Source: an optimization exercise on an open RTL-to-GDS flow (aim: small area, a short achievable clock period and few clock cycles per item). Production flows keep margins and buffers that such runs may drop.
No functional check of the RTL was part of any run shown here.
Power is estimated from default activity; no workload was simulated.

==> flow/design.v, too long to show whole: its modules and the start of the top module <==
// module control_fsm: 47 lines
// module processing_unit: 419 lines
// module max_pooling_layer_26x26: 10 lines
// module dense_rom: 1358 lines
// module dense_layer: 272 lines
// module cnn_top: 48 lines
module cnn_top(
    input clk,
    input reset,
    input start,
    output [9:0] img_addr,
    input  [7:0] img_pixel,
    output reg prediction,
    output reg done,
    output signed [31:0] score0,
    output signed [31:0] score1
);
  // ...
==> flow/flow/run.sh <==
#!/bin/bash
# The standard layout (standard.sh) with these make settings:
#  - timing repair aimed below the clock period: the resizer works on every
#    path with less than 11.7 ns of slack at the design's 16 ns clock;
#  - a clock tree without dummy loads: clkbuf_8 buffers, clusters of up to 18 sinks;
#  - half-adder cells added to the platform's don't-use list, so synthesis
#    extracts only full adders.
# Full tool output goes to standard.log (and ORFS's logs under orfs/logs).
bash standard.sh SETUP_SLACK_MARGIN=11.7 \
  "CTS_ARGS=-sink_clustering_enable -repair_clock_nets -dont_use_dummy_load -buf_list sky130_fd_sc_hd__clkbuf_8 -root_buf sky130_fd_sc_hd__clkbuf_16 -sink_clustering_size 18 -sink_clustering_max_diameter 60" \
  "DONT_USE_CELLS=sky130_fd_sc_hd__probe_p_8 sky130_fd_sc_hd__probec_p_8 sky130_fd_sc_hd__lpflow_bleeder_1 sky130_fd_sc_hd__lpflow_clkbufkapwr_1 sky130_fd_sc_hd__lpflow_clkbufkapwr_16 sky130_fd_sc_hd__lpflow_clkbufkapwr_2 sky130_fd_sc_hd__lpflow_clkbufkapwr_4 sky130_fd_sc_hd__lpflow_clkbufkapwr_8 sky130_fd_sc_hd__lpflow_clkinvkapwr_1 sky130_fd_sc_hd__lpflow_clkinvkapwr_16 sky130_fd_sc_hd__lpflow_clkinvkapwr_2 sky130_fd_sc_hd__lpflow_clkinvkapwr_4 sky130_fd_sc_hd__lpflow_clkinvkapwr_8 sky130_fd_sc_hd__lpflow_decapkapwr_12 sky130_fd_sc_hd__lpflow_decapkapwr_3 sky130_fd_sc_hd__lpflow_decapkapwr_4 sky130_fd_sc_hd__lpflow_decapkapwr_6 sky130_fd_sc_hd__lpflow_decapkapwr_8 sky130_fd_sc_hd__lpflow_inputiso0n_1 sky130_fd_sc_hd__lpflow_inputiso0p_1 sky130_fd_sc_hd__lpflow_inputiso1n_1 sky130_fd_sc_hd__lpflow_inputiso1p_1 sky130_fd_sc_hd__lpflow_inputisolatch_1 sky130_fd_sc_hd__lpflow_isobufsrc_1 sky130_fd_sc_hd__lpflow_isobufsrc_16 sky130_fd_sc_hd__lpflow_isobufsrc_2 sky130_fd_sc_hd__lpflow_isobufsrc_4 sky130_fd_sc_hd__lpflow_isobufsrc_8 sky130_fd_sc_hd__lpflow_isobufsrckapwr_16 sky130_fd_sc_hd__lpflow_lsbuf_lh_hl_isowell_tap_1 sky130_fd_sc_hd__lpflow_lsbuf_lh_hl_isowell_tap_2 sky130_fd_sc_hd__lpflow_lsbuf_lh_hl_isowell_tap_4 sky130_fd_sc_hd__lpflow_lsbuf_lh_isowell_4 sky130_fd_sc_hd__lpflow_lsbuf_lh_isowell_tap_1 sky130_fd_sc_hd__lpflow_lsbuf_lh_isowell_tap_2 sky130_fd_sc_hd__lpflow_lsbuf_lh_isowell_tap_4 sky130_fd_sc_hd__ha_1 sky130_fd_sc_hd__ha_2 sky130_fd_sc_hd__ha_4" \
  finish > standard.log 2>&1
==> flow/standard.sh <==
#!/bin/bash
# synth_recipe.tcl (not shown) runs the flow's synth.tcl, then flattens the netlist and writes it again
# the make line also repeats each setting of config.mk as NAME=value (left out here)
make -C /OpenROAD-flow-scripts/flow DESIGN_CONFIG=/design/flow/config.mk WORK_HOME=/design/flow/orfs CLKGATE_MAP_FILE= SYNTH_SCRIPT=/design/flow/synth_recipe.tcl "${@:-finish}"
==> flow/config.mk <==
export PLATFORM = sky130hd
export DESIGN_NAME = cnn_top
export DESIGN_NICKNAME = cnn_top
export VERILOG_FILES = /design/flow/design.v
export SDC_FILE = /design/flow/constraint.sdc
export NUM_CORES = 8
export LEC_CHECK = 0
export ABC_AREA = 1
export CAP_MARGIN = 20
export CORE_MARGIN = 2
export CORE_UTILIZATION = 40
export PLACE_DENSITY = 0.6
export SLEW_MARGIN = 20
export SYNTH_MEMORY_MAX_BITS = 65536
==> flow/constraint.sdc <==
create_clock -name core_clock -period 16.0 [get_ports {clk}]
set_input_delay 3.2000 -clock core_clock [delete_from_list [all_inputs] [get_ports {clk}]]
set_output_delay 3.2000 -clock core_clock [all_outputs]
set_load 0.01 [all_outputs]
==> flow_results.org, run 1 <==
** Die
- Die outline height :: about 230 um
- During I/O placement, the number of pins put on the boundary was slightly below 90.
- Once the floorplan was initialized, standard cells occupied 40.3% of the core.

** Worst setup path
- The worst setup path is launched from a flip-flop.
- Termination of the worst setup path :: DENSE.wr0[0]
- Across all register-to-register paths, the minimum setup slack is between 10 and 15 ns.
- The slowest stage of the critical path is the sky130_fd_sc_hd__nor2_1 cell.

** Yosys
- Cell types occupying the most area after synthesis :: sky130_fd_sc_hd__dfxtp_1, sky130_fd_sc_hd__fa_1, sky130_fd_sc_hd__inv_1
- Largest family of logic cells by synthesized area :: adder cells
- For this run, the register share of the synthesized area comes to between 40% and 50%.
- Async set-or-reset flop fraction in the synthesized netlist :: 0.709%
- Summed over all instances, the cell type with the most area after synthesis is sky130_fd_sc_hd__dfxtp_1.
- Simple-gate share of the synthesized area :: between 10% and 20%
- Adder and majority gate portion of the synthesized area :: about a fifth
- Average footprint of a synthesized cell :: around 9 um^2

** Outcome
- Result of the run :: no timing/DRC/antenna violations

** Detailed routing
- For this run, design rule violations remaining after detail routing come to 0.
- Routed vias/inst :: roughly 5.2
- Signal routing reaches up to met5.

** STA
- Setup repair after global routing could not meet its margin everywhere.

** Power and ir drop
- Combinational power :: 0.00168 W
- The share of total power dissipated in sequential elements is 38.0%.

** GRT
- The first global-routing pass estimated roughly 110 mm of wire.
- Global routing used 28.4% of the available tracks.

** Finish
- Non-clock buffers in the final layout number about 160.

** Clock tree
- Counting the buffers created by CTS gives 35.
- Clock Latency Late Sink :: 0.56 ns
==> module control_fsm, before the edit <==
module control_fsm(
    input clk,
    input reset,
    input start,
    output reg busy,
    output reg [9:0] addr,
    output reg [1:0] band,
    output reg [3:0] m,
    output reg [3:0] i,
    output reg e,
    output reg ep,
    output reg en,
    output fin
);
    wire short_b = (band >= 2'd1);
    wire last_i = (i == (short_b ? 4'd9 : 4'd11));
    assign fin = (band == 2'd3) && (i == 4'd5) && (e == 1'b1);
    always @(posedge clk) begin
        ep <= busy & ~e;
        en <= ~busy | e;
    end
    always @(posedge clk or posedge reset) begin
        if (reset) busy <= 1'b0;
        else if (!busy) busy <= start;
        else if (fin) busy <= 1'b0;
    end
    always @(posedge clk) begin
        if (!busy || fin) begin
            addr <= 10'd0; band <= 2'd0; m <= 4'd0; i <= 4'd0; e <= 1'b0;
        end else if (!e) begin
            e <= 1'b1; addr <= addr + 10'd1;
        end else begin
            e <= 1'b0;
            if (!last_i) begin
                i <= i + 4'd1; addr <= addr + 10'd27;
            end else begin
                i <= 4'd0;
                if (m != 4'd13) begin
                    m <= m + 4'd1;
                    addr <= addr - (short_b ? 10'd251 : 10'd307);
                end else begin
                    m <= 4'd0; band <= band + 2'd1; addr <= addr - 10'd55;
                end
            end
        end
    end
endmodule
==> run 2, diff against run 1 <==
--- a/flow/design.v
+++ b/flow/design.v
@@ -10,17 +10,17 @@
     output reg [3:0] i,
     output reg e,
     output reg ep,
     output reg en,
     output fin
 );
     wire short_b = (band >= 2'd1);
     wire last_i = (i == (short_b ? 4'd9 : 4'd11));
-    assign fin = (band == 2'd3) && (i == 4'd5) && (e == 1'b1);
+    assign fin = (band == 2'd3) && (i == 4'd5) && (e == 1'b0);
     always @(posedge clk) begin
         ep <= busy & ~e;
         en <= ~busy | e;
     end
     always @(posedge clk or posedge reset) begin
         if (reset) busy <= 1'b0;
         else if (!busy) busy <= start;
         else if (fin) busy <= 1'b0;
@@ -316,160 +316,158 @@
     wire ca_242 = (ca_240 & ca_171) | (ca_240 & ca_201) | (ca_171 & ca_201);
     reg [15:0] ps, pc;
     always @(posedge clk) begin
         ps <= {ca_204, ca_241, ca_238, ca_236, ca_231, ca_228, ca_225, ca_222, ca_220, ca_218, ca_216, ca_214, ca_211, ca_208, ca_206, y01[0]};
         pc <= {ca_242, ca_239, ca_237, ca_234, ca_233, ca_230, ca_227, ca_224, ca_221, ca_219, ca_217, ca_215, ca_213, ca_210, ca_207, ca_205};
     end
     wire [7:0] x22 = d[0];
     wire [7:0] x12 = d[2];
-    wire cb_1 = ps[0] ^ x22[0];
-    wire cb_2 = ps[0] | ~x22[0];
-    wire cb_3 = x22[1] ^ x12[0];
-    wire cb_4 = x22[1] & x12[0];
-    wire cb_5 = ps[1] ^ pc[1] ^ cb_2;
-    wire cb_6 = (ps[1] & pc[1]) | (ps[1] & cb_2) | (pc[1] & cb_2);
-    wire cb_7 = x22[0] ^ ps[2] ^ pc[2];
-    wire cb_8 = (x22[0] & ps[2]) | (x22[0] & pc[2]) | (ps[2] & pc[2]);
-    wire cb_9 = x22[2] ^ x12[1] ^ cb_4;
-    wire cb_10 = (x22[2] & x12[1]) | (x22[2] & cb_4) | (x12[1] & cb_4);
-    wire cb_11 = ~cb_9;
-    wire cb_12 = cb_7 ^ cb_6 ^ cb_11;
-    wire cb_13 = (cb_7 & cb_6) | (cb_7 & cb_11) | (cb_6 & cb_11);
-    wire cb_14 = x22[3] ^ x12[2] ^ pc[3];
-    wire cb_15 = (x22[3] & x12[2]) | (x22[3] & pc[3]) | (x12[2] & pc[3]);
-    wire cb_16 = x22[1] ^ ps[3] ^ cb_8;
-    wire cb_17 = (x22[1] & ps[3]) | (x22[1] & cb_8) | (ps[3] & cb_8);
-    wire cb_18 = ~cb_16;
-    wire cb_19 = cb_14 ^ cb_10 ^ cb_18;
-    wire cb_20 = (cb_14 & cb_10) | (cb_14 & cb_18) | (cb_10 & cb_18);
-    wire cb_21 = x22[2] ^ x22[0];
-    wire cb_22 = x22[2] | ~x22[0];
-    wire cb_23 = x22[4] ^ x12[3] ^ ps[4];
-    wire cb_24 = (x22[4] & x12[3]) | (x22[4] & ps[4]) | (x12[3] & ps[4]);
-    wire cb_25 = x12[0] ^ pc[4] ^ cb_21;
-    wire cb_26 = (x12[0] & pc[4]) | (x12[0] & cb_21) | (pc[4] & cb_21);
-    wire cb_27 = ~cb_25;
-    wire cb_28 = cb_15 ^ cb_23 ^ cb_27;
-    wire cb_29 = (cb_15 & cb_23) | (cb_15 & cb_27) | (cb_23 & cb_27);
-    wire cb_30 = ~cb_17;
-    wire cb_31 = cb_30 ^ cb_28 ^ cb_20;
-    wire cb_32 = (cb_30 & cb_28) | (cb_30 & cb_20) | (cb_28 & cb_20);
-    wire cb_33 = x22[3] ^ x12[1] ^ ps[5];
-    wire cb_34 = (x22[3] & x12[1]) | (x22[3] & ps[5]) | (x12[1] & ps[5]);
-    wire cb_35 = x22[1] ^ x22[5] ^ x12[4];
-    wire cb_36 = (x22[1] & x22[5]) | (x22[1] & x12[4]) | (x22[5] & x12[4]);
-    wire cb_37 = pc[5] ^ cb_22 ^ cb_33;
-    wire cb_38 = (pc[5] & cb_22) | (pc[5] & cb_33) | (cb_22 & cb_33);
-    wire cb_39 = ~cb_26;
-    wire cb_40 = cb_24 ^ cb_35 ^ cb_39;
-    wire cb_41 = (cb_24 & cb_35) | (cb_24 & cb_39) | (cb_35 & cb_39);
-    wire cb_42 = ~cb_37;
-    wire cb_43 = cb_42 ^ cb_29 ^ cb_40;
-    wire cb_44 = (cb_42 & cb_29) | (cb_42 & cb_40) | (cb_29 & cb_40);
-    wire cb_45 = x22[4] ^ x12[2] ^ ps[6];
-    wire cb_46 = (x22[4] & x12[2]) | (x22[4] & ps[6]) | (x12[2] & ps[6]);
-    wire cb_47 = x22[2] ^ x22[6] ^ x12[5];
-    wire cb_48 = (x22[2] & x22[6]) | (x22[2] & x12[5]) | (x22[6] & x12[5]);
-    wire cb_49 = pc[6] ^ cb_34 ^ cb_45;
-    wire cb_50 = (pc[6] & cb_34) | (pc[6] & cb_45) | (cb_34 & cb_45);
-    wire cb_51 = cb_36 ^ cb_47 ^ cb_41;
-    wire cb_52 = (cb_36 & cb_47) | (cb_36 & cb_41) | (cb_47 & cb_41);
-    wire cb_53 = ~cb_44;
-    wire cb_54 = cb_38 ^ cb_49 ^ cb_53;
-    wire cb_55 = (cb_38 & cb_49) | (cb_38 & cb_53) | (cb_49 & cb_53);
-    wire cb_56 = x22[0] ^ x22[3];
-    wire cb_57 = x22[0] | ~x22[3];
-    wire cb_58 = x22[5] ^ x22[7] ^ x12[3];
-    wire cb_59 = (x22[5] & x22[7]) | (x22[5] & x12[3]) | (x22[7] & x12[3]);
-    wire cb_60 = ps[7] ^ pc[7] ^ cb_56;
-    wire cb_61 = (ps[7] & pc[7]) | (ps[7] & cb_56) | (pc[7] & cb_56);
-    wire cb_62 = ~cb_46;
-    wire cb_63 = x12[6] ^ cb_62 ^ cb_48;
-    wire cb_64 = (x12[6] & cb_62) | (x12[6] & cb_48) | (cb_62 & cb_48);
-    wire cb_65 = cb_58 ^ cb_60 ^ cb_50;
-    wire cb_66 = (cb_58 & cb_60) | (cb_58 & cb_50) | (cb_60 & cb_50);
-    wire cb_67 = ~cb_65;
-    wire cb_68 = cb_63 ^ cb_67 ^ cb_52;
-    wire cb_69 = (cb_63 & cb_67) | (cb_63 & cb_52) | (cb_67 & cb_52);
-    wire cb_70 = x22[1] ^ x22[6] ^ x12[4];
-    wire cb_71 = (x22[1] & x22[6]) | (x22[1] & x12[4]) | (x22[6] & x12[4]);
-    wire cb_72 = x12[7] ^ ps[8] ^ pc[8];
-    wire cb_73 = (x12[7] & ps[8]) | (x12[7] & pc[8]) | (ps[8] & pc[8]);
-    wire cb_74 = cb_57 ^ cb_59 ^ cb_70;
-    wire cb_75 = (cb_57 & cb_59) | (cb_57 & cb_70) | (cb_59 & cb_70);
-    wire cb_76 = cb_72 ^ cb_61 ^ cb_74;
-    wire cb_77 = (cb_72 & cb_61) | (cb_72 & cb_74) | (cb_61 & cb_74);
-    wire cb_78 = ~cb_66;
-    wire cb_79 = x22[4] ^ cb_64 ^ cb_78;
-    wire cb_80 = (x22[4] & cb_64) | (x22[4] & cb_78) | (cb_64 & cb_78);
-    wire cb_81 = ~cb_76;
-    wire cb_82 = cb_81 ^ cb_79 ^ cb_69;
-    wire cb_83 = (cb_81 & cb_79) | (cb_81 & cb_69) | (cb_79 & cb_69);
-    wire cb_84 = x22[2] ^ x12[5] ^ ps[9];
-    wire cb_85 = (x22[2] & x12[5]) | (x22[2] & ps[9]) | (x12[5] & ps[9]);
-    wire cb_86 = ~pc[9];
-    wire cb_87 = x22[5] ^ x22[7] ^ cb_86;
-    wire cb_88 = (x22[5] & x22[7]) | (x22[5] & cb_86) | (x22[7] & cb_86);
-    wire cb_89 = cb_71 ^ cb_73 ^ cb_84;
-    wire cb_90 = (cb_71 & cb_73) | (cb_71 & cb_84) | (cb_73 & cb_84);
-    wire cb_91 = ~cb_87;
-    wire cb_92 = cb_91 ^ cb_75 ^ cb_89;
-    wire cb_93 = (cb_91 & cb_75) | (cb_91 & cb_89) | (cb_75 & cb_89);
-    wire cb_94 = ~cb_80;
-    wire cb_95 = cb_77 ^ cb_92 ^ cb_94;
-    wire cb_96 = (cb_77 & cb_92) | (cb_77 & cb_94) | (cb_92 & cb_94);
-    wire cb_97 = x22[3] ^ x22[6];
-    wire cb_98 = x22[3] | ~x22[6];
-    wire cb_99 = x12[6] ^ ps[10] ^ pc[10];
-    wire cb_100 = (x12[6] & ps[10]) | (x12[6] & pc[10]) | (ps[10] & pc[10]);
-    wire cb_101 = cb_97 ^ cb_85 ^ cb_99;
-    wire cb_102 = (cb_97 & cb_85) | (cb_97 & cb_99) | (cb_85 & cb_99);
-    wire cb_103 = ~cb_88;
-    wire cb_104 = cb_103 ^ cb_90 ^ cb_101;
-    wire cb_105 = (cb_103 & cb_90) | (cb_103 & cb_101) | (cb_90 & cb_101);
-    wire cb_106 = cb_93 ^ cb_104 ^ cb_96;
-    wire cb_107 = (cb_93 & cb_104) | (cb_93 & cb_96) | (cb_104 & cb_96);
-    wire cb_108 = x22[4] ^ x22[7];
-    wire cb_109 = x22[4] | x22[7];
-    wire cb_110 = ps[11] ^ pc[11] ^ cb_98;
-    wire cb_111 = (ps[11] & pc[11]) | (ps[11] & cb_98) | (pc[11] & cb_98);
-    wire cb_112 = ~cb_100;
-    wire cb_113 = x12[7] ^ cb_108 ^ cb_112;
-    wire cb_114 = (x12[7] & cb_108) | (x12[7] & cb_112) | (cb_108 & cb_112);
-    wire cb_115 = ~cb_113;
-    wire cb_116 = cb_110 ^ cb_102 ^ cb_115;
-    wire cb_117 = (cb_110 & cb_102) | (cb_110 & cb_115) | (cb_102 & cb_115);
-    wire cb_118 = cb_105 ^ cb_116 ^ cb_107;
-    wire cb_119 = (cb_105 & cb_116) | (cb_105 & cb_107) | (cb_116 & cb_107);
-    wire cb_120 = x22[5] ^ ps[12] ^ pc[12];
-    wire cb_121 = (x22[5] & ps[12]) | (x22[5] & pc[12]) | (ps[12] & pc[12]);
-    wire cb_122 = cb_109 ^ cb_120 ^ cb_111;
-    wire cb_123 = (cb_109 & cb_120) | (cb_109 & cb_111) | (cb_120 & cb_111);
-    wire cb_124 = ~cb_114;
-    wire cb_125 = cb_124 ^ cb_122 ^ cb_117;
-    wire cb_126 = (cb_124 & cb_122) | (cb_124 & cb_117) | (cb_122 & cb_117);
-    wire cb_127 = x22[6] ^ ps[13];
-    wire cb_128 = x22[6] | ~ps[13];
-    wire cb_129 = pc[13] ^ cb_127 ^ cb_121;
-    wire cb_130 = (pc[13] & cb_127) | (pc[13] & cb_121) | (cb_127 & cb_121);
-    wire cb_131 = cb_129 ^ cb_123 ^ cb_126;
-    wire cb_132 = (cb_129 & cb_123) | (cb_129 & cb_126) | (cb_123 & cb_126);
-    wire cb_133 = x22[7] ^ ps[14] ^ pc[14];
-    wire cb_134 = (x22[7] & ps[14]) | (x22[7] & pc[14]) | (ps[14] & pc[14]);
-    wire cb_135 = ~cb_133;
-    wire cb_136 = cb_128 ^ cb_135 ^ cb_130;
-    wire cb_137 = (cb_128 & cb_135) | (cb_128 & cb_130) | (cb_135 & cb_130);
-    wire cb_138 = ps[15] ^ pc[15];
-    wire cb_139 = ps[15] | ~pc[15];
-    wire cb_140 = ~cb_134;
-    wire cb_141 = cb_138 ^ cb_140 ^ cb_137;
-    wire cb_142 = (cb_138 & cb_140) | (cb_138 & cb_137) | (cb_140 & cb_137);
+    wire cb_1 = x22[2] ^ x22[0];
+    wire cb_2 = x22[2] | ~x22[0];
+    wire cb_3 = x22[3] ^ x12[1] ^ ps[5];
+    wire cb_4 = (x22[3] & x12[1]) | (x22[3] & ps[5]) | (x12[1] & ps[5]);
+    wire cb_5 = x22[4] ^ x12[2] ^ ps[6];
+    wire cb_6 = (x22[4] & x12[2]) | (x22[4] & ps[6]) | (x12[2] & ps[6]);
+    wire cb_7 = x22[0] ^ x22[3];
+    wire cb_8 = x22[0] | ~x22[3];
+    wire cb_9 = x22[5] ^ x22[7] ^ x12[3];
+    wire cb_10 = (x22[5] & x22[7]) | (x22[5] & x12[3]) | (x22[7] & x12[3]);
+    wire cb_11 = x22[1] ^ x22[6] ^ x12[4];
+    wire cb_12 = (x22[1] & x22[6]) | (x22[1] & x12[4]) | (x22[6] & x12[4]);
+    wire cb_13 = x12[7] ^ x22[4];
+    wire cb_14 = x12[7] & ~x22[4];
+    wire cb_15 = x22[2] ^ x12[5] ^ ps[9];
+    wire cb_16 = (x22[2] & x12[5]) | (x22[2] & ps[9]) | (x12[5] & ps[9]);
+    wire cb_17 = x22[3] ^ x22[6];
+    wire cb_18 = x22[3] | ~x22[6];
+    wire cb_19 = x22[4] ^ x22[7];
+    wire cb_20 = x22[4] | x22[7];
+    wire cb_21 = x22[1] ^ x12[0];
+    wire cb_22 = x22[1] & x12[0];
+    wire cb_23 = x22[0] ^ ps[2] ^ pc[2];
+    wire cb_24 = (x22[0] & ps[2]) | (x22[0] & pc[2]) | (ps[2] & pc[2]);
+    wire cb_25 = x22[3] ^ x12[2] ^ pc[3];
+    wire cb_26 = (x22[3] & x12[2]) | (x22[3] & pc[3]) | (x12[2] & pc[3]);
+    wire cb_27 = x22[4] ^ x12[3] ^ ps[4];
+    wire cb_28 = (x22[4] & x12[3]) | (x22[4] & ps[4]) | (x12[3] & ps[4]);
+    wire cb_29 = x12[0] ^ pc[4];
+    wire cb_30 = x12[0] & pc[4];
+    wire cb_31 = x22[1] ^ x22[5] ^ x12[4];
+    wire cb_32 = (x22[1] & x22[5]) | (x22[1] & x12[4]) | (x22[5] & x12[4]);
+    wire cb_33 = pc[5] ^ cb_2 ^ cb_3;
+    wire cb_34 = (pc[5] & cb_2) | (pc[5] & cb_3) | (cb_2 & cb_3);
+    wire cb_35 = x22[2] ^ x22[6] ^ x12[5];
+    wire cb_36 = (x22[2] & x22[6]) | (x22[2] & x12[5]) | (x22[6] & x12[5]);
+    wire cb_37 = pc[6] ^ cb_4 ^ cb_5;
+    wire cb_38 = (pc[6] & cb_4) | (pc[6] & cb_5) | (cb_4 & cb_5);
+    wire cb_39 = ps[7] ^ pc[7] ^ cb_7;
+    wire cb_40 = (ps[7] & pc[7]) | (ps[7] & cb_7) | (pc[7] & cb_7);
+    wire cb_41 = ~x12[6];
+    wire cb_42 = cb_41 ^ cb_6 ^ cb_9;
+    wire cb_43 = (cb_41 & cb_6) | (cb_41 & cb_9) | (cb_6 & cb_9);
+    wire cb_44 = ps[8] ^ pc[8] ^ cb_8;
+    wire cb_45 = (ps[8] & pc[8]) | (ps[8] & cb_8) | (pc[8] & cb_8);
+    wire cb_46 = ~cb_13;
+    wire cb_47 = cb_46 ^ cb_10 ^ cb_11;
+    wire cb_48 = (cb_46 & cb_10) | (cb_46 & cb_11) | (cb_10 & cb_11);
+    wire cb_49 = ~pc[9];
+    wire cb_50 = x22[5] ^ x22[7] ^ cb_49;
+    wire cb_51 = (x22[5] & x22[7]) | (x22[5] & cb_49) | (x22[7] & cb_49);
+    wire cb_52 = cb_14 ^ cb_12 ^ cb_15;
+    wire cb_53 = (cb_14 & cb_12) | (cb_14 & cb_15) | (cb_12 & cb_15);
+    wire cb_54 = x12[6] ^ ps[10] ^ pc[10];
+    wire cb_55 = (x12[6] & ps[10]) | (x12[6] & pc[10]) | (ps[10] & pc[10]);
+    wire cb_56 = cb_17 ^ cb_16;
+    wire cb_57 = cb_17 & cb_16;
+    wire cb_58 = ps[11] ^ pc[11] ^ cb_18;
+    wire cb_59 = (ps[11] & pc[11]) | (ps[11] & cb_18) | (pc[11] & cb_18);
+    wire cb_60 = x12[7] ^ cb_19;
+    wire cb_61 = x12[7] | cb_19;
+    wire cb_62 = x22[5] ^ ps[12] ^ pc[12];
+    wire cb_63 = (x22[5] & ps[12]) | (x22[5] & pc[12]) | (ps[12] & pc[12]);
+    wire cb_64 = x22[6] ^ ps[13];
+    wire cb_65 = x22[6] | ~ps[13];
+    wire cb_66 = ps[0] ^ x22[0];
+    wire cb_67 = ps[0] | ~x22[0];
+    wire cb_68 = ps[1] ^ pc[1];
+    wire cb_69 = ps[1] & pc[1];
+    wire cb_70 = x22[2] ^ x12[1] ^ cb_22;
+    wire cb_71 = (x22[2] & x12[1]) | (x22[2] & cb_22) | (x12[1] & cb_22);
+    wire cb_72 = x22[1] ^ ps[3] ^ cb_24;
+    wire cb_73 = (x22[1] & ps[3]) | (x22[1] & cb_24) | (ps[3] & cb_24);
+    wire cb_74 = ~cb_26;
+    wire cb_75 = cb_29 ^ cb_1 ^ cb_74;
+    wire cb_76 = (cb_29 & cb_1) | (cb_29 & cb_74) | (cb_1 & cb_74);
+    wire cb_77 = ~cb_30;
+    wire cb_78 = cb_77 ^ cb_28 ^ cb_31;
+    wire cb_79 = (cb_77 & cb_28) | (cb_77 & cb_31) | (cb_28 & cb_31);
+    wire cb_80 = ~cb_34;
+    wire cb_81 = cb_32 ^ cb_35 ^ cb_80;
+    wire cb_82 = (cb_32 & cb_35) | (cb_32 & cb_80) | (cb_35 & cb_80);
+    wire cb_83 = cb_39 ^ cb_38 ^ cb_42;
+    wire cb_84 = (cb_39 & cb_38) | (cb_39 & cb_42) | (cb_38 & cb_42);
+    wire cb_85 = cb_40 ^ cb_44 ^ cb_43;
+    wire cb_86 = (cb_40 & cb_44) | (cb_40 & cb_43) | (cb_44 & cb_43);
+    wire cb_87 = cb_45 ^ cb_48 ^ cb_52;
+    wire cb_88 = (cb_45 & cb_48) | (cb_45 & cb_52) | (cb_48 & cb_52);
+    wire cb_89 = cb_54 ^ cb_56 ^ cb_53;
+    wire cb_90 = (cb_54 & cb_56) | (cb_54 & cb_53) | (cb_56 & cb_53);
+    wire cb_91 = cb_55 ^ cb_60 ^ cb_57;
+    wire cb_92 = (cb_55 & cb_60) | (cb_55 & cb_57) | (cb_60 & cb_57);
+    wire cb_93 = cb_20 ^ cb_62 ^ cb_59;
+    wire cb_94 = (cb_20 & cb_62) | (cb_20 & cb_59) | (cb_62 & cb_59);
+    wire cb_95 = pc[13] ^ cb_64;
+    wire cb_96 = pc[13] & cb_64;
+    wire cb_97 = x22[7] ^ ps[14] ^ pc[14];
+    wire cb_98 = (x22[7] & ps[14]) | (x22[7] & pc[14]) | (ps[14] & pc[14]);
+    wire cb_99 = ps[15] ^ pc[15];
+    wire cb_100 = ps[15] | ~pc[15];
+    wire cb_101 = cb_67 ^ cb_68;
+    wire cb_102 = cb_67 & cb_68;
+    wire cb_103 = ~cb_70;
+    wire cb_104 = cb_69 ^ cb_23 ^ cb_103;
+    wire cb_105 = (cb_69 & cb_23) | (cb_69 & cb_103) | (cb_23 & cb_103);
+    wire cb_106 = ~cb_72;
+    wire cb_107 = cb_25 ^ cb_71 ^ cb_106;
+    wire cb_108 = (cb_25 & cb_71) | (cb_25 & cb_106) | (cb_71 & cb_106);
+    wire cb_109 = ~cb_27;
+    wire cb_110 = cb_109 ^ cb_73 ^ cb_75;
+    wire cb_111 = (cb_109 & cb_73) | (cb_109 & cb_75) | (cb_73 & cb_75);
+    wire cb_112 = ~cb_78;
+    wire cb_113 = cb_76 ^ cb_112 ^ cb_33;
+    wire cb_114 = (cb_76 & cb_112) | (cb_76 & cb_33) | (cb_112 & cb_33);
+    wire cb_115 = ~cb_37;
+    wire cb_116 = cb_79 ^ cb_115 ^ cb_81;
+    wire cb_117 = (cb_79 & cb_115) | (cb_79 & cb_81) | (cb_115 & cb_81);
+    wire cb_118 = ~cb_83;
+    wire cb_119 = cb_36 ^ cb_82 ^ cb_118;
+    wire cb_120 = (cb_36 & cb_82) | (cb_36 & cb_118) | (cb_82 & cb_118);
+    wire cb_121 = cb_47 ^ cb_84 ^ cb_85;
+    wire cb_122 = (cb_47 & cb_84) | (cb_47 & cb_85) | (cb_84 & cb_85);
+    wire cb_123 = ~cb_50;
+    wire cb_124 = cb_123 ^ cb_86 ^ cb_87;
+    wire cb_125 = (cb_123 & cb_86) | (cb_123 & cb_87) | (cb_86 & cb_87);
+    wire cb_126 = ~cb_51;
+    wire cb_127 = cb_126 ^ cb_88 ^ cb_89;
+    wire cb_128 = (cb_126 & cb_88) | (cb_126 & cb_89) | (cb_88 & cb_89);
+    wire cb_129 = cb_58 ^ cb_91 ^ cb_90;
+    wire cb_130 = (cb_58 & cb_91) | (cb_58 & cb_90) | (cb_91 & cb_90);
+    wire cb_131 = ~cb_61;
+    wire cb_132 = cb_131 ^ cb_92 ^ cb_93;
+    wire cb_133 = (cb_131 & cb_92) | (cb_131 & cb_93) | (cb_92 & cb_93);
+    wire cb_134 = cb_63 ^ cb_95 ^ cb_94;
+    wire cb_135 = (cb_63 & cb_95) | (cb_63 & cb_94) | (cb_95 & cb_94);
+    wire cb_136 = ~cb_97;
+    wire cb_137 = cb_65 ^ cb_96 ^ cb_136;
+    wire cb_138 = (cb_65 & cb_96) | (cb_65 & cb_136) | (cb_96 & cb_136);
+    wire cb_139 = cb_99 ^ cb_98;
+    wire cb_140 = cb_99 & ~cb_98;
     always @(posedge clk)
-        conv <= {cb_141, cb_136, cb_131, cb_125, cb_118, cb_106, cb_95, ~cb_82, ~cb_68, ~cb_51, ~cb_43, ~cb_31, cb_13, cb_12, ~cb_3, pc[0]} + {1'b0, cb_132, 1'b0, cb_119, 1'b0, 1'b0, ~cb_83, 1'b0, cb_55, cb_54, ~cb_32, 1'b0, ~cb_19, 1'b0, cb_5, cb_1};
+        conv <= {~cb_139, cb_137, cb_133, cb_132, cb_128, cb_125, cb_122, cb_121, ~cb_117, cb_114, cb_111, ~cb_108, cb_105, cb_102, ~cb_21, pc[0]} + {cb_138, cb_135, cb_134, cb_130, cb_129, cb_127, cb_124, ~cb_120, ~cb_119, ~cb_116, cb_113, cb_110, ~cb_107, cb_104, cb_101, cb_66};
 endmodule
 `timescale 1ns / 1ps
 module max_pooling_layer_26x26(
     input clk,
     input first,
     input [15:0] conv,
     output reg [14:0] qmax
 );
@@ -1863,18 +1861,18 @@
             3'b101, 3'b110: booth = 3'b110;
             default:        booth = 3'b000;
         endcase
     endfunction
     reg [5:0] wr0, wr1;       
     reg pv0, pv1;             
     reg [2:0] dig0, dig1;     
     reg [20:0] qs;            
-    reg [3:0] cy0, cy1;
-    reg [3:0] bq;           
+    reg [2:0] cy0, cy1;
+    reg [2:0] bq;           
     always @(posedge clk) begin
         if (!busy) begin
             wr0 <= 6'd0; wr1 <= 6'd0; pv0 <= 1'b0; pv1 <= 1'b0;
             dig0 <= 3'd0; dig1 <= 3'd0;
         end else if (load_q) begin
             wr0 <= wt[7:2];  pv0 <= wt[1];  dig0 <= booth({wt[1:0], 1'b0});
             wr1 <= wt[15:10]; pv1 <= wt[9]; dig1 <= booth({wt[9:8], 1'b0});
         end else begin
@@ -1912,69 +1910,67 @@
     wire a0_0_s2 = acc0[2] ^ pp0_2 ^ a0_0_c1;
     wire a0_0_c2 = (acc0[2] & pp0_2) | (acc0[2] & a0_0_c1) | (pp0_2 & a0_0_c1);
     wire a0_0_s3 = acc0[3] ^ pp0_3 ^ a0_0_c2;
     wire a0_0_c3 = (acc0[3] & pp0_3) | (acc0[3] & a0_0_c2) | (pp0_3 & a0_0_c2);
     wire a0_0_s4 = acc0[4] ^ pp0_4 ^ a0_0_c3;
     wire a0_0_c4 = (acc0[4] & pp0_4) | (acc0[4] & a0_0_c3) | (pp0_4 & a0_0_c3);
     wire a0_0_s5 = acc0[5] ^ pp0_5 ^ a0_0_c4;
     wire a0_0_c5 = (acc0[5] & pp0_5) | (acc0[5] & a0_0_c4) | (pp0_5 & a0_0_c4);
-    wire [5:0] sum0_0 = {a0_0_s5, a0_0_s4, a0_0_s3, a0_0_s2, a0_0_s1, a0_0_s0};
-    wire co0_0 = a0_0_c5;
-    wire a0_1_s0 = acc0[6] ^ pp0_6 ^ cy0[0];
-    wire a0_1_c0 = (acc0[6] & pp0_6) | (acc0[6] & cy0[0]) | (pp0_6 & cy0[0]);
-    wire a0_1_s1 = acc0[7] ^ pp0_7 ^ a0_1_c0;
-    wire a0_1_c1 = (acc0[7] & pp0_7) | (acc0[7] & a0_1_c0) | (pp0_7 & a0_1_c0);
-    wire a0_1_s2 = acc0[8] ^ pp0_8 ^ a0_1_c1;
-    wire a0_1_c2 = (acc0[8] & pp0_8) | (acc0[8] & a0_1_c1) | (pp0_8 & a0_1_c1);
-    wire a0_1_s3 = acc0[9] ^ pp0_9 ^ a0_1_c2;
-    wire a0_1_c3 = (acc0[9] & pp0_9) | (acc0[9] & a0_1_c2) | (pp0_9 & a0_1_c2);
-    wire a0_1_s4 = acc0[10] ^ pp0_10 ^ a0_1_c3;
-    wire a0_1_c4 = (acc0[10] & pp0_10) | (acc0[10] & a0_1_c3) | (pp0_10 & a0_1_c3);
-    wire a0_1_s5 = acc0[11] ^ pp0_11 ^ a0_1_c4;
-    wire a0_1_c5 = (acc0[11] & pp0_11) | (acc0[11] & a0_1_c4) | (pp0_11 & a0_1_c4);
-    wire [5:0] sum0_1 = {a0_1_s5, a0_1_s4, a0_1_s3, a0_1_s2, a0_1_s1, a0_1_s0};
-    wire co0_1 = a0_1_c5;
-    wire a0_2_s0 = acc0[12] ^ pp0_12 ^ cy0[1];
-    wire a0_2_c0 = (acc0[12] & pp0_12) | (acc0[12] & cy0[1]) | (pp0_12 & cy0[1]);
-    wire a0_2_s1 = acc0[13] ^ pp0_13 ^ a0_2_c0;
-    wire a0_2_c1 = (acc0[13] & pp0_13) | (acc0[13] & a0_2_c0) | (pp0_13 & a0_2_c0);
-    wire a0_2_s2 = acc0[14] ^ pp0_14 ^ a0_2_c1;
-    wire a0_2_c2 = (acc0[14] & pp0_14) | (acc0[14] & a0_2_c1) | (pp0_14 & a0_2_c1);
-    wire a0_2_s3 = acc0[15] ^ pp0_15 ^ a0_2_c2;
-    wire a0_2_c3 = (acc0[15] & pp0_15) | (acc0[15] & a0_2_c2) | (pp0_15 & a0_2_c2);
-    wire a0_2_s4 = acc0[16] ^ pp0_16 ^ a0_2_c3;
-    wire a0_2_c4 = (acc0[16] & pp0_16) | (acc0[16] & a0_2_c3) | (pp0_16 & a0_2_c3);
-    wire a0_2_s5 = acc0[17] ^ pp0_17 ^ a0_2_c4;
-    wire a0_2_c5 = (acc0[17] & pp0_17) | (acc0[17] & a0_2_c4) | (pp0_17 & a0_2_c4);
-    wire [5:0] sum0_2 = {a0_2_s5, a0_2_s4, a0_2_s3, a0_2_s2, a0_2_s1, a0_2_s0};
-    wire co0_2 = a0_2_c5;
-    wire a0_3_s0 = acc0[18] ^ pp0_18 ^ cy0[2];
-    wire a0_3_c0 = (acc0[18] & pp0_18) | (acc0[18] & cy0[2]) | (pp0_18 & cy0[2]);
-    wire a0_3_s1 = acc0[19] ^ pp0_19 ^ a0_3_c0;
-    wire a0_3_c1 = (acc0[19] & pp0_19) | (acc0[19] & a0_3_c0) | (pp0_19 & a0_3_c0);
-    wire a0_3_s2 = acc0[20] ^ pp0_20 ^ a0_3_c1;
-    wire a0_3_c2 = (acc0[20] & pp0_20) | (acc0[20] & a0_3_c1) | (pp0_20 & a0_3_c1);
-    wire a0_3_s3 = acc0[21] ^ pp0_21 ^ a0_3_c2;
-    wire a0_3_c3 = (acc0[21] & pp0_21) | (acc0[21] & a0_3_c2) | (pp0_21 & a0_3_c2);
-    wire a0_3_s4 = acc0[22] ^ dig0[2] ^ a0_3_c3;
-    wire a0_3_c4 = (acc0[22] & dig0[2]) | (acc0[22] & a0_3_c3) | (dig0[2] & a0_3_c3);
-    wire a0_3_s5 = acc0[23] ^ dig0[2] ^ a0_3_c4;
-    wire a0_3_c5 = (acc0[23] & dig0[2]) | (acc0[23] & a0_3_c4) | (dig0[2] & a0_3_c4);
-    wire [5:0] sum0_3 = {a0_3_s5, a0_3_s4, a0_3_s3, a0_3_s2, a0_3_s1, a0_3_s0};
-    wire co0_3 = a0_3_c5;
-    wire a0_4_s0 = acc0[24] ^ dig0[2] ^ cy0[3];
-    wire a0_4_c0 = (acc0[24] & dig0[2]) | (acc0[24] & cy0[3]) | (dig0[2] & cy0[3]);
-    wire a0_4_s1 = acc0[25] ^ dig0[2] ^ a0_4_c0;
-    wire a0_4_c1 = (acc0[25] & dig0[2]) | (acc0[25] & a0_4_c0) | (dig0[2] & a0_4_c0);
-    wire a0_4_s2 = acc0[26] ^ dig0[2] ^ a0_4_c1;
-    wire a0_4_c2 = (acc0[26] & dig0[2]) | (acc0[26] & a0_4_c1) | (dig0[2] & a0_4_c1);
-    wire a0_4_s3 = acc0[27] ^ dig0[2] ^ a0_4_c2;
-    wire a0_4_c3 = (acc0[27] & dig0[2]) | (acc0[27] & a0_4_c2) | (dig0[2] & a0_4_c2);
-    wire [3:0] sum0_4 = {a0_4_s3, a0_4_s2, a0_4_s1, a0_4_s0};
+    wire a0_0_s6 = acc0[6] ^ pp0_6 ^ a0_0_c5;
+    wire a0_0_c6 = (acc0[6] & pp0_6) | (acc0[6] & a0_0_c5) | (pp0_6 & a0_0_c5);
+    wire [6:0] sum0_0 = {a0_0_s6, a0_0_s5, a0_0_s4, a0_0_s3, a0_0_s2, a0_0_s1, a0_0_s0};
+    wire co0_0 = a0_0_c6;
+    wire a0_1_s0 = acc0[7] ^ pp0_7 ^ cy0[0];
+    wire a0_1_c0 = (acc0[7] & pp0_7) | (acc0[7] & cy0[0]) | (pp0_7 & cy0[0]);
+    wire a0_1_s1 = acc0[8] ^ pp0_8 ^ a0_1_c0;
+    wire a0_1_c1 = (acc0[8] & pp0_8) | (acc0[8] & a0_1_c0) | (pp0_8 & a0_1_c0);
+    wire a0_1_s2 = acc0[9] ^ pp0_9 ^ a0_1_c1;
+    wire a0_1_c2 = (acc0[9] & pp0_9) | (acc0[9] & a0_1_c1) | (pp0_9 & a0_1_c1);
+    wire a0_1_s3 = acc0[10] ^ pp0_10 ^ a0_1_c2;
+    wire a0_1_c3 = (acc0[10] & pp0_10) | (acc0[10] & a0_1_c2) | (pp0_10 & a0_1_c2);
+    wire a0_1_s4 = acc0[11] ^ pp0_11 ^ a0_1_c3;
+    wire a0_1_c4 = (acc0[11] & pp0_11) | (acc0[11] & a0_1_c3) | (pp0_11 & a0_1_c3);
+    wire a0_1_s5 = acc0[12] ^ pp0_12 ^ a0_1_c4;
+    wire a0_1_c5 = (acc0[12] & pp0_12) | (acc0[12] & a0_1_c4) | (pp0_12 & a0_1_c4);
+    wire a0_1_s6 = acc0[13] ^ pp0_13 ^ a0_1_c5;
+    wire a0_1_c6 = (acc0[13] & pp0_13) | (acc0[13] & a0_1_c5) | (pp0_13 & a0_1_c5);
+    wire [6:0] sum0_1 = {a0_1_s6, a0_1_s5, a0_1_s4, a0_1_s3, a0_1_s2, a0_1_s1, a0_1_s0};
+    wire co0_1 = a0_1_c6;
+    wire a0_2_s0 = acc0[14] ^ pp0_14 ^ cy0[1];
+    wire a0_2_c0 = (acc0[14] & pp0_14) | (acc0[14] & cy0[1]) | (pp0_14 & cy0[1]);
+    wire a0_2_s1 = acc0[15] ^ pp0_15 ^ a0_2_c0;
+    wire a0_2_c1 = (acc0[15] & pp0_15) | (acc0[15] & a0_2_c0) | (pp0_15 & a0_2_c0);
+    wire a0_2_s2 = acc0[16] ^ pp0_16 ^ a0_2_c1;
+    wire a0_2_c2 = (acc0[16] & pp0_16) | (acc0[16] & a0_2_c1) | (pp0_16 & a0_2_c1);
+    wire a0_2_s3 = acc0[17] ^ pp0_17 ^ a0_2_c2;
+    wire a0_2_c3 = (acc0[17] & pp0_17) | (acc0[17] & a0_2_c2) | (pp0_17 & a0_2_c2);
+    wire a0_2_s4 = acc0[18] ^ pp0_18 ^ a0_2_c3;
+    wire a0_2_c4 = (acc0[18] & pp0_18) | (acc0[18] & a0_2_c3) | (pp0_18 & a0_2_c3);
+    wire a0_2_s5 = acc0[19] ^ pp0_19 ^ a0_2_c4;
+    wire a0_2_c5 = (acc0[19] & pp0_19) | (acc0[19] & a0_2_c4) | (pp0_19 & a0_2_c4);
+    wire a0_2_s6 = acc0[20] ^ pp0_20 ^ a0_2_c5;
+    wire a0_2_c6 = (acc0[20] & pp0_20) | (acc0[20] & a0_2_c5) | (pp0_20 & a0_2_c5);
+    wire [6:0] sum0_2 = {a0_2_s6, a0_2_s5, a0_2_s4, a0_2_s3, a0_2_s2, a0_2_s1, a0_2_s0};
+    wire co0_2 = a0_2_c6;
+    wire a0_3_s0 = acc0[21] ^ pp0_21 ^ cy0[2];
+    wire a0_3_c0 = (acc0[21] & pp0_21) | (acc0[21] & cy0[2]) | (pp0_21 & cy0[2]);
+    wire a0_3_s1 = acc0[22] ^ dig0[2] ^ a0_3_c0;
+    wire a0_3_c1 = (acc0[22] & dig0[2]) | (acc0[22] & a0_3_c0) | (dig0[2] & a0_3_c0);
+    wire a0_3_s2 = acc0[23] ^ dig0[2] ^ a0_3_c1;
+    wire a0_3_c2 = (acc0[23] & dig0[2]) | (acc0[23] & a0_3_c1) | (dig0[2] & a0_3_c1);
+    wire a0_3_s3 = acc0[24] ^ dig0[2] ^ a0_3_c2;
+    wire a0_3_c3 = (acc0[24] & dig0[2]) | (acc0[24] & a0_3_c2) | (dig0[2] & a0_3_c2);
+    wire a0_3_s4 = acc0[25] ^ dig0[2] ^ a0_3_c3;
+    wire a0_3_c4 = (acc0[25] & dig0[2]) | (acc0[25] & a0_3_c3) | (dig0[2] & a0_3_c3);
+    wire a0_3_s5 = acc0[26] ^ dig0[2] ^ a0_3_c4;
+    wire a0_3_c5 = (acc0[26] & dig0[2]) | (acc0[26] & a0_3_c4) | (dig0[2] & a0_3_c4);
+    wire a0_3_s6 = acc0[27] ^ dig0[2] ^ a0_3_c5;
+    wire a0_3_c6 = (acc0[27] & dig0[2]) | (acc0[27] & a0_3_c5) | (dig0[2] & a0_3_c5);
+    wire [6:0] sum0_3 = {a0_3_s6, a0_3_s5, a0_3_s4, a0_3_s3, a0_3_s2, a0_3_s1, a0_3_s0};
     wire pp1_0 = ((dig1[1] & qs[0])) ^ dig1[2];
     wire pp1_1 = ((dig1[1] & qs[1]) | (dig1[0] & qs[0])) ^ dig1[2];
     wire pp1_2 = ((dig1[1] & qs[2]) | (dig1[0] & qs[1])) ^ dig1[2];
     wire pp1_3 = ((dig1[1] & qs[3]) | (dig1[0] & qs[2])) ^ dig1[2];
     wire pp1_4 = ((dig1[1] & qs[4]) | (dig1[0] & qs[3])) ^ dig1[2];
     wire pp1_5 = ((dig1[1] & qs[5]) | (dig1[0] & qs[4])) ^ dig1[2];
     wire pp1_6 = ((dig1[1] & qs[6]) | (dig1[0] & qs[5])) ^ dig1[2];
     wire pp1_7 = ((dig1[1] & qs[7]) | (dig1[0] & qs[6])) ^ dig1[2];
@@ -1999,118 +1995,115 @@
     wire a1_0_s2 = acc1[2] ^ pp1_2 ^ a1_0_c1;
     wire a1_0_c2 = (acc1[2] & pp1_2) | (acc1[2] & a1_0_c1) | (pp1_2 & a1_0_c1);
     wire a1_0_s3 = acc1[3] ^ pp1_3 ^ a1_0_c2;
     wire a1_0_c3 = (acc1[3] & pp1_3) | (acc1[3] & a1_0_c2) | (pp1_3 & a1_0_c2);
     wire a1_0_s4 = acc1[4] ^ pp1_4 ^ a1_0_c3;
     wire a1_0_c4 = (acc1[4] & pp1_4) | (acc1[4] & a1_0_c3) | (pp1_4 & a1_0_c3);
     wire a1_0_s5 = acc1[5] ^ pp1_5 ^ a1_0_c4;
     wire a1_0_c5 = (acc1[5] & pp1_5) | (acc1[5] & a1_0_c4) | (pp1_5 & a1_0_c4);
-    wire [5:0] sum1_0 = {a1_0_s5, a1_0_s4, a1_0_s3, a1_0_s2, a1_0_s1, a1_0_s0};
-    wire co1_0 = a1_0_c5;
-    wire a1_1_s0 = acc1[6] ^ pp1_6 ^ cy1[0];
-    wire a1_1_c0 = (acc1[6] & pp1_6) | (acc1[6] & cy1[0]) | (pp1_6 & cy1[0]);
-    wire a1_1_s1 = acc1[7] ^ pp1_7 ^ a1_1_c0;
-    wire a1_1_c1 = (acc1[7] & pp1_7) | (acc1[7] & a1_1_c0) | (pp1_7 & a1_1_c0);
-    wire a1_1_s2 = acc1[8] ^ pp1_8 ^ a1_1_c1;
-    wire a1_1_c2 = (acc1[8] & pp1_8) | (acc1[8] & a1_1_c1) | (pp1_8 & a1_1_c1);
-    wire a1_1_s3 = acc1[9] ^ pp1_9 ^ a1_1_c2;
-    wire a1_1_c3 = (acc1[9] & pp1_9) | (acc1[9] & a1_1_c2) | (pp1_9 & a1_1_c2);
-    wire a1_1_s4 = acc1[10] ^ pp1_10 ^ a1_1_c3;
-    wire a1_1_c4 = (acc1[10] & pp1_10) | (acc1[10] & a1_1_c3) | (pp1_10 & a1_1_c3);
-    wire a1_1_s5 = acc1[11] ^ pp1_11 ^ a1_1_c4;
-    wire a1_1_c5 = (acc1[11] & pp1_11) | (acc1[11] & a1_1_c4) | (pp1_11 & a1_1_c4);
-    wire [5:0] sum1_1 = {a1_1_s5, a1_1_s4, a1_1_s3, a1_1_s2, a1_1_s1, a1_1_s0};
-    wire co1_1 = a1_1_c5;
-    wire a1_2_s0 = acc1[12] ^ pp1_12 ^ cy1[1];
-    wire a1_2_c0 = (acc1[12] & pp1_12) | (acc1[12] & cy1[1]) | (pp1_12 & cy1[1]);
-    wire a1_2_s1 = acc1[13] ^ pp1_13 ^ a1_2_c0;
-    wire a1_2_c1 = (acc1[13] & pp1_13) | (acc1[13] & a1_2_c0) | (pp1_13 & a1_2_c0);
-    wire a1_2_s2 = acc1[14] ^ pp1_14 ^ a1_2_c1;
-    wire a1_2_c2 = (acc1[14] & pp1_14) | (acc1[14] & a1_2_c1) | (pp1_14 & a1_2_c1);
-    wire a1_2_s3 = acc1[15] ^ pp1_15 ^ a1_2_c2;
-    wire a1_2_c3 = (acc1[15] & pp1_15) | (acc1[15] & a1_2_c2) | (pp1_15 & a1_2_c2);
-    wire a1_2_s4 = acc1[16] ^ pp1_16 ^ a1_2_c3;
-    wire a1_2_c4 = (acc1[16] & pp1_16) | (acc1[16] & a1_2_c3) | (pp1_16 & a1_2_c3);
-    wire a1_2_s5 = acc1[17] ^ pp1_17 ^ a1_2_c4;
-    wire a1_2_c5 = (acc1[17] & pp1_17) | (acc1[17] & a1_2_c4) | (pp1_17 & a1_2_c4);
-    wire [5:0] sum1_2 = {a1_2_s5, a1_2_s4, a1_2_s3, a1_2_s2, a1_2_s1, a1_2_s0};
-    wire co1_2 = a1_2_c5;
-    wire a1_3_s0 = acc1[18] ^ pp1_18 ^ cy1[2];
-    wire a1_3_c0 = (acc1[18] & pp1_18) | (acc1[18] & cy1[2]) | (pp1_18 & cy1[2]);
-    wire a1_3_s1 = acc1[19] ^ pp1_19 ^ a1_3_c0;
-    wire a1_3_c1 = (acc1[19] & pp1_19) | (acc1[19] & a1_3_c0) | (pp1_19 & a1_3_c0);
-    wire a1_3_s2 = acc1[20] ^ pp1_20 ^ a1_3_c1;
-    wire a1_3_c2 = (acc1[20] & pp1_20) | (acc1[20] & a1_3_c1) | (pp1_20 & a1_3_c1);
-    wire a1_3_s3 = acc1[21] ^ pp1_21 ^ a1_3_c2;
-    wire a1_3_c3 = (acc1[21] & pp1_21) | (acc1[21] & a1_3_c2) | (pp1_21 & a1_3_c2);
-    wire a1_3_s4 = acc1[22] ^ dig1[2] ^ a1_3_c3;
-    wire a1_3_c4 = (acc1[22] & dig1[2]) | (acc1[22] & a1_3_c3) | (dig1[2] & a1_3_c3);
-    wire a1_3_s5 = acc1[23] ^ dig1[2] ^ a1_3_c4;
-    wire a1_3_c5 = (acc1[23] & dig1[2]) | (acc1[23] & a1_3_c4) | (dig1[2] & a1_3_c4);
-    wire [5:0] sum1_3 = {a1_3_s5, a1_3_s4, a1_3_s3, a1_3_s2, a1_3_s1, a1_3_s0};
-    wire co1_3 = a1_3_c5;
-    wire a1_4_s0 = acc1[24] ^ dig1[2] ^ cy1[3];
-    wire a1_4_c0 = (acc1[24] & dig1[2]) | (acc1[24] & cy1[3]) | (dig1[2] & cy1[3]);
-    wire a1_4_s1 = acc1[25] ^ dig1[2] ^ a1_4_c0;
-    wire a1_4_c1 = (acc1[25] & dig1[2]) | (acc1[25] & a1_4_c0) | (dig1[2] & a1_4_c0);
-    wire a1_4_s2 = acc1[26] ^ dig1[2] ^ a1_4_c1;
-    wire a1_4_c2 = (acc1[26] & dig1[2]) | (acc1[26] & a1_4_c1) | (dig1[2] & a1_4_c1);
-    wire a1_4_s3 = acc1[27] ^ dig1[2] ^ a1_4_c2;
-    wire a1_4_c3 = (acc1[27] & dig1[2]) | (acc1[27] & a1_4_c2) | (dig1[2] & a1_4_c2);
-    wire [3:0] sum1_4 = {a1_4_s3, a1_4_s2, a1_4_s1, a1_4_s0};
+    wire a1_0_s6 = acc1[6] ^ pp1_6 ^ a1_0_c5;
+    wire a1_0_c6 = (acc1[6] & pp1_6) | (acc1[6] & a1_0_c5) | (pp1_6 & a1_0_c5);
+    wire [6:0] sum1_0 = {a1_0_s6, a1_0_s5, a1_0_s4, a1_0_s3, a1_0_s2, a1_0_s1, a1_0_s0};
+    wire co1_0 = a1_0_c6;
+    wire a1_1_s0 = acc1[7] ^ pp1_7 ^ cy1[0];
+    wire a1_1_c0 = (acc1[7] & pp1_7) | (acc1[7] & cy1[0]) | (pp1_7 & cy1[0]);
+    wire a1_1_s1 = acc1[8] ^ pp1_8 ^ a1_1_c0;
+    wire a1_1_c1 = (acc1[8] & pp1_8) | (acc1[8] & a1_1_c0) | (pp1_8 & a1_1_c0);
+    wire a1_1_s2 = acc1[9] ^ pp1_9 ^ a1_1_c1;
+    wire a1_1_c2 = (acc1[9] & pp1_9) | (acc1[9] & a1_1_c1) | (pp1_9 & a1_1_c1);
+    wire a1_1_s3 = acc1[10] ^ pp1_10 ^ a1_1_c2;
+    wire a1_1_c3 = (acc1[10] & pp1_10) | (acc1[10] & a1_1_c2) | (pp1_10 & a1_1_c2);
+    wire a1_1_s4 = acc1[11] ^ pp1_11 ^ a1_1_c3;
+    wire a1_1_c4 = (acc1[11] & pp1_11) | (acc1[11] & a1_1_c3) | (pp1_11 & a1_1_c3);
+    wire a1_1_s5 = acc1[12] ^ pp1_12 ^ a1_1_c4;
+    wire a1_1_c5 = (acc1[12] & pp1_12) | (acc1[12] & a1_1_c4) | (pp1_12 & a1_1_c4);
+    wire a1_1_s6 = acc1[13] ^ pp1_13 ^ a1_1_c5;
+    wire a1_1_c6 = (acc1[13] & pp1_13) | (acc1[13] & a1_1_c5) | (pp1_13 & a1_1_c5);
+    wire [6:0] sum1_1 = {a1_1_s6, a1_1_s5, a1_1_s4, a1_1_s3, a1_1_s2, a1_1_s1, a1_1_s0};
+    wire co1_1 = a1_1_c6;
+    wire a1_2_s0 = acc1[14] ^ pp1_14 ^ cy1[1];
+    wire a1_2_c0 = (acc1[14] & pp1_14) | (acc1[14] & cy1[1]) | (pp1_14 & cy1[1]);
+    wire a1_2_s1 = acc1[15] ^ pp1_15 ^ a1_2_c0;
+    wire a1_2_c1 = (acc1[15] & pp1_15) | (acc1[15] & a1_2_c0) | (pp1_15 & a1_2_c0);
+    wire a1_2_s2 = acc1[16] ^ pp1_16 ^ a1_2_c1;
+    wire a1_2_c2 = (acc1[16] & pp1_16) | (acc1[16] & a1_2_c1) | (pp1_16 & a1_2_c1);
+    wire a1_2_s3 = acc1[17] ^ pp1_17 ^ a1_2_c2;
+    wire a1_2_c3 = (acc1[17] & pp1_17) | (acc1[17] & a1_2_c2) | (pp1_17 & a1_2_c2);
+    wire a1_2_s4 = acc1[18] ^ pp1_18 ^ a1_2_c3;
+    wire a1_2_c4 = (acc1[18] & pp1_18) | (acc1[18] & a1_2_c3) | (pp1_18 & a1_2_c3);
+    wire a1_2_s5 = acc1[19] ^ pp1_19 ^ a1_2_c4;
+    wire a1_2_c5 = (acc1[19] & pp1_19) | (acc1[19] & a1_2_c4) | (pp1_19 & a1_2_c4);
+    wire a1_2_s6 = acc1[20] ^ pp1_20 ^ a1_2_c5;
+    wire a1_2_c6 = (acc1[20] & pp1_20) | (acc1[20] & a1_2_c5) | (pp1_20 & a1_2_c5);
+    wire [6:0] sum1_2 = {a1_2_s6, a1_2_s5, a1_2_s4, a1_2_s3, a1_2_s2, a1_2_s1, a1_2_s0};
+    wire co1_2 = a1_2_c6;
+    wire a1_3_s0 = acc1[21] ^ pp1_21 ^ cy1[2];
+    wire a1_3_c0 = (acc1[21] & pp1_21) | (acc1[21] & cy1[2]) | (pp1_21 & cy1[2]);
+    wire a1_3_s1 = acc1[22] ^ dig1[2] ^ a1_3_c0;
+    wire a1_3_c1 = (acc1[22] & dig1[2]) | (acc1[22] & a1_3_c0) | (dig1[2] & a1_3_c0);
+    wire a1_3_s2 = acc1[23] ^ dig1[2] ^ a1_3_c1;
+    wire a1_3_c2 = (acc1[23] & dig1[2]) | (acc1[23] & a1_3_c1) | (dig1[2] & a1_3_c1);
+    wire a1_3_s3 = acc1[24] ^ dig1[2] ^ a1_3_c2;
+    wire a1_3_c3 = (acc1[24] & dig1[2]) | (acc1[24] & a1_3_c2) | (dig1[2] & a1_3_c2);
+    wire a1_3_s4 = acc1[25] ^ dig1[2] ^ a1_3_c3;
+    wire a1_3_c4 = (acc1[25] & dig1[2]) | (acc1[25] & a1_3_c3) | (dig1[2] & a1_3_c3);
+    wire a1_3_s5 = acc1[26] ^ dig1[2] ^ a1_3_c4;
+    wire a1_3_c5 = (acc1[26] & dig1[2]) | (acc1[26] & a1_3_c4) | (dig1[2] & a1_3_c4);
+    wire a1_3_s6 = acc1[27] ^ dig1[2] ^ a1_3_c5;
+    wire a1_3_c6 = (acc1[27] & dig1[2]) | (acc1[27] & a1_3_c5) | (dig1[2] & a1_3_c5);
+    wire [6:0] sum1_3 = {a1_3_s6, a1_3_s5, a1_3_s4, a1_3_s3, a1_3_s2, a1_3_s1, a1_3_s0};
     wire bw_0 = (~acc1[0] & acc0[0]) | (~acc1[0] & 1'b0) | (acc0[0] & 1'b0);
     wire bw_1 = (~acc1[1] & acc0[1]) | (~acc1[1] & bw_0) | (acc0[1] & bw_0);
     wire bw_2 = (~acc1[2] & acc0[2]) | (~acc1[2] & bw_1) | (acc0[2] & bw_1);
     wire bw_3 = (~acc1[3] & acc0[3]) | (~acc1[3] & bw_2) | (acc0[3] & bw_2);
     wire bw_4 = (~acc1[4] & acc0[4]) | (~acc1[4] & bw_3) | (acc0[4] & bw_3);
     wire bw_5 = (~acc1[5] & acc0[5]) | (~acc1[5] & bw_4) | (acc0[5] & bw_4);
-    wire bo_0 = bw_5;
-    wire bw_6 = (~acc1[6] & acc0[6]) | (~acc1[6] & bq[0]) | (acc0[6] & bq[0]);
-    wire bw_7 = (~acc1[7] & acc0[7]) | (~acc1[7] & bw_6) | (acc0[7] & bw_6);
+    wire bw_6 = (~acc1[6] & acc0[6]) | (~acc1[6] & bw_5) | (acc0[6] & bw_5);
+    wire bo_0 = bw_6;
+    wire bw_7 = (~acc1[7] & acc0[7]) | (~acc1[7] & bq[0]) | (acc0[7] & bq[0]);
     wire bw_8 = (~acc1[8] & acc0[8]) | (~acc1[8] & bw_7) | (acc0[8] & bw_7);
     wire bw_9 = (~acc1[9] & acc0[9]) | (~acc1[9] & bw_8) | (acc0[9] & bw_8);
     wire bw_10 = (~acc1[10] & acc0[10]) | (~acc1[10] & bw_9) | (acc0[10] & bw_9);
     wire bw_11 = (~acc1[11] & acc0[11]) | (~acc1[11] & bw_10) | (acc0[11] & bw_10);
-    wire bo_1 = bw_11;
-    wire bw_12 = (~acc1[12] & acc0[12]) | (~acc1[12] & bq[1]) | (acc0[12] & bq[1]);
+    wire bw_12 = (~acc1[12] & acc0[12]) | (~acc1[12] & bw_11) | (acc0[12] & bw_11);
     wire bw_13 = (~acc1[13] & acc0[13]) | (~acc1[13] & bw_12) | (acc0[13] & bw_12);
-    wire bw_14 = (~acc1[14] & acc0[14]) | (~acc1[14] & bw_13) | (acc0[14] & bw_13);
+    wire bo_1 = bw_13;
+    wire bw_14 = (~acc1[14] & acc0[14]) | (~acc1[14] & bq[1]) | (acc0[14] & bq[1]);
     wire bw_15 = (~acc1[15] & acc0[15]) | (~acc1[15] & bw_14) | (acc0[15] & bw_14);
     wire bw_16 = (~acc1[16] & acc0[16]) | (~acc1[16] & bw_15) | (acc0[16] & bw_15);
     wire bw_17 = (~acc1[17] & acc0[17]) | (~acc1[17] & bw_16) | (acc0[17] & bw_16);
-    wire bo_2 = bw_17;
-    wire bw_18 = (~acc1[18] & acc0[18]) | (~acc1[18] & bq[2]) | (acc0[18] & bq[2]);
+    wire bw_18 = (~acc1[18] & acc0[18]) | (~acc1[18] & bw_17) | (acc0[18] & bw_17);
     wire bw_19 = (~acc1[19] & acc0[19]) | (~acc1[19] & bw_18) | (acc0[19] & bw_18);
     wire bw_20 = (~acc1[20] & acc0[20]) | (~acc1[20] & bw_19) | (acc0[20] & bw_19);
-    wire bw_21 = (~acc1[21] & acc0[21]) | (~acc1[21] & bw_20) | (acc0[21] & bw_20);
+    wire bo_2 = bw_20;
+    wire bw_21 = (~acc1[21] & acc0[21]) | (~acc1[21] & bq[2]) | (acc0[21] & bq[2]);
     wire bw_22 = (~acc1[22] & acc0[22]) | (~acc1[22] & bw_21) | (acc0[22] & bw_21);
     wire bw_23 = (~acc1[23] & acc0[23]) | (~acc1[23] & bw_22) | (acc0[23] & bw_22);
-    wire bo_3 = bw_23;
-    wire bw_24 = (~acc1[24] & acc0[24]) | (~acc1[24] & bq[3]) | (acc0[24] & bq[3]);
+    wire bw_24 = (~acc1[24] & acc0[24]) | (~acc1[24] & bw_23) | (acc0[24] & bw_23);
     wire bw_25 = (~acc1[25] & acc0[25]) | (~acc1[25] & bw_24) | (acc0[25] & bw_24);
     wire bw_26 = (~acc1[26] & acc0[26]) | (~acc1[26] & bw_25) | (acc0[26] & bw_25);
     wire bw_27 = (acc1[27] & ~acc0[27]) | (acc1[27] & bw_26) | (~acc0[27] & bw_26);
     assign gt = bw_27;
     always @(posedge clk) begin
         if (init) begin
             acc0 <= 28'sd50;
-            cy0 <= 4'd0;
+            cy0 <= 3'd0;
         end else begin
-            acc0 <= {sum0_4, sum0_3, sum0_2, sum0_1, sum0_0};
-            cy0 <= {co0_3, co0_2, co0_1, co0_0};
+            acc0 <= {sum0_3, sum0_2, sum0_1, sum0_0};
+            cy0 <= {co0_2, co0_1, co0_0};
         end
         if (init) begin
             acc1 <= 28'sd100;
-            cy1 <= 4'd0;
+            cy1 <= 3'd0;
         end else begin
-            acc1 <= {sum1_4, sum1_3, sum1_2, sum1_1, sum1_0};
-            cy1 <= {co1_3, co1_2, co1_1, co1_0};
+            acc1 <= {sum1_3, sum1_2, sum1_1, sum1_0};
+            cy1 <= {co1_2, co1_1, co1_0};
         end
-        bq <= {bo_3, bo_2, bo_1, bo_0};
+        bq <= {bo_2, bo_1, bo_0};
     end
 endmodule
 `timescale 1ns / 1ps
 module cnn_top(
     input clk,
     input reset,
     input start,
     output [9:0] img_addr,
==> run 2 against run 1 <==
Sequential power is essentially flat; register-to-register slack gained 0.04 ns; critical endpoint is now DENSE.dig0[0]; worst setup slack gained 0.042 ns; global-route usage shrank 0.62 points; die area grew 0.92%; highest routed layer is now met4; still clean on timing, DRC and antenna.
==> flow_results.org, run 2 <==
** Yosys
- Library cell occupying the most area in the post-synthesis netlist :: sky130_fd_sc_hd__dfxtp_1 (unchanged)
- The share of async-settable or async-resettable flops after synthesis came to 0.714% (was 0.709%).
- Cell types occupying the most area after synthesis: sky130_fd_sc_hd__dfxtp_1, sky130_fd_sc_hd__fa_1, sky130_fd_sc_hd__inv_1 (unchanged).
- The sequential cell area fraction in the yosys report was 41.3% (was 42.0%).

** Worst setup path
- The nature of the critical path startpoint is a flip-flop (unchanged).
- Highest fanout seen on the critical path :: 16 (was 20)
- Setup slack, reg-to-reg :: 11.73 ns (was 11.68 ns)

** GRT
- Wire length of the first global-routing pass :: 109 mm (was 110 mm)
- Met1 usage :: 38.2% (was 39.2%)
- The number of antenna violations at the first check in global routing is 3 (was 5).
- The met2 demand-to-capacity share in global routing came to 42.3% (was 44.5%).
- The global-route usage over all layers came to 27.7% (was 28.4%).

** STA
- Setup repair after global routing missed its margin :: false (was true)
- Final Max Slew Viols :: 0 (unchanged)

** Clock tree
- Total clock buffers created by CTS :: 37 (was 35)

** Detailed routing
- Drt drc :: 0 (unchanged)
- The routed via count is 16673 (was 16280).
- The via density per instance came to 5.28 (was 5.23).

** Die
- The die span in y came to 232 um (was 231 um).
- Top-level I/O count :: 87 (unchanged)
- The initial core utilization came to 40.5% (was 40.3%).
- Horizontal die dimension :: 232 um (was 231 um)

** Outcome
- Result of the run: no timing/DRC/antenna violations (unchanged).
[run 2: cell count changes after synthesis, moves of 8 or more]
cell and delta:
sky130_fd_sc_hd__nand2_2 +11, sky130_fd_sc_hd__o21ai_0 +10, sky130_fd_sc_hd__nand4_1 -8, sky130_fd_sc_hd__nor2_1 -8
[run 2: where the power goes]
part	switching, W	internal (W)	total (W)	leakage (nW)
combinational	0.000933	0.000658	0.00159	6.76
clock	0.000336	0.000236	0.000572	0.292
sequential	0.0000877	0.00127	0.00136	3.60
[run 2: area by class of cell]
class,count,area share [%]
Timing Repair inverter,4,0.0867
Timing Repair Buffer,157,4.56
Clock buffer,37,2.45
Tap cell,680,3.69
Antenna cell,2,0.0217
Sequential cell,420,37.8
Multi-Input combinational cell,1398,43.8
Inverter,461,7.56
[run 2: repair_timing]
action                     CTS  global route
setup buffers               41            12
resized for setup          384            23
gates cloned                 0             4
hold buffers                 0             0
setup endpoints to repair   79            16
[run 2: worst max-delay path by stage]
stage	endpoint	slack [ns]	cells past startpoint
floorplan	DENSE.acc1[6]	11.75	12
global placement	DENSE.dig1[0]	11.64	20
detailed placement	DENSE.acc1[6]	11.59	10
CTS	score1[28]	11.66	1
global route	img_addr[1]	11.70	1
finish	DENSE.dig0[0]	11.73	17
[run 2: cells by family after synthesis]
| group | Yosys count | share of synthesized area (%) |
|---|---|---|
| AND/OR/NAND/NOR | 727 | 15.2 |
| buffers and inverters | 531 | 10.0 |
| flip-flops | 420 | 41.3 |
| AO/OA/AOI/OAI | 384 | 11.1 |
| adder cells (fa/ha/maj) | 186 | 17.9 |
| XOR/XNOR | 92 | 3.88 |
| multiplexers | 9 | 0.458 |
[run 2: worst max-delay path: stages (launching register included)]
cell,delay (ns)
sky130_fd_sc_hd__dfxtp_1,0.31
sky130_fd_sc_hd__buf_4,0.23
sky130_fd_sc_hd__inv_2,0.26
sky130_fd_sc_hd__nand2_4,0.28
sky130_fd_sc_hd__nor2_4,0.30
sky130_fd_sc_hd__clkinv_1,0.60
sky130_fd_sc_hd__nor2_1,0.59
sky130_fd_sc_hd__inv_1,0.16
sky130_fd_sc_hd__nand2_1,0.09
sky130_fd_sc_hd__nor4_1,0.06
sky130_fd_sc_hd__o21ai_0,0.29
sky130_fd_sc_hd__a21oi_1,0.28
sky130_fd_sc_hd__nor3_1,0.21
sky130_fd_sc_hd__nand2_1,0.08
sky130_fd_sc_hd__nand3_1,0.10
sky130_fd_sc_hd__a21oi_1,0.08
sky130_fd_sc_hd__nand2_1,0.13
sky130_fd_sc_hd__a21oi_1,0.06
[run 2: layer usage]
metal / vias to the layer above / wire, um
li1: 7585 / -
met1: 8187 / 32400
met2: 733 / 32000
met3: 168 / 5930
met4: 0 / 3500
met5: - / 0
[run 2: through the flow]
stage	cell area [um^2]	hold slack (ns)	utilization, %
6_report	23100	0.308	45.0
5_1_grt	23100	0.304	45.0
4_1_cts	22900	0.311	44.7
3_5_place_dp	22300	0.312	43.4
3_3_place_gp	22300	0.310	43.4
2_1_floorplan	20800	0.310	-

Re-timed with assumed drivers on the ports (clkbuf_16 on the clock, buf_2 on other inputs), run 2 has 11.681 ns of setup slack against 11.725 ns with ideal ports, and 11.725 ns once port delays also move by the mid clock arrival of 0.573 ns.
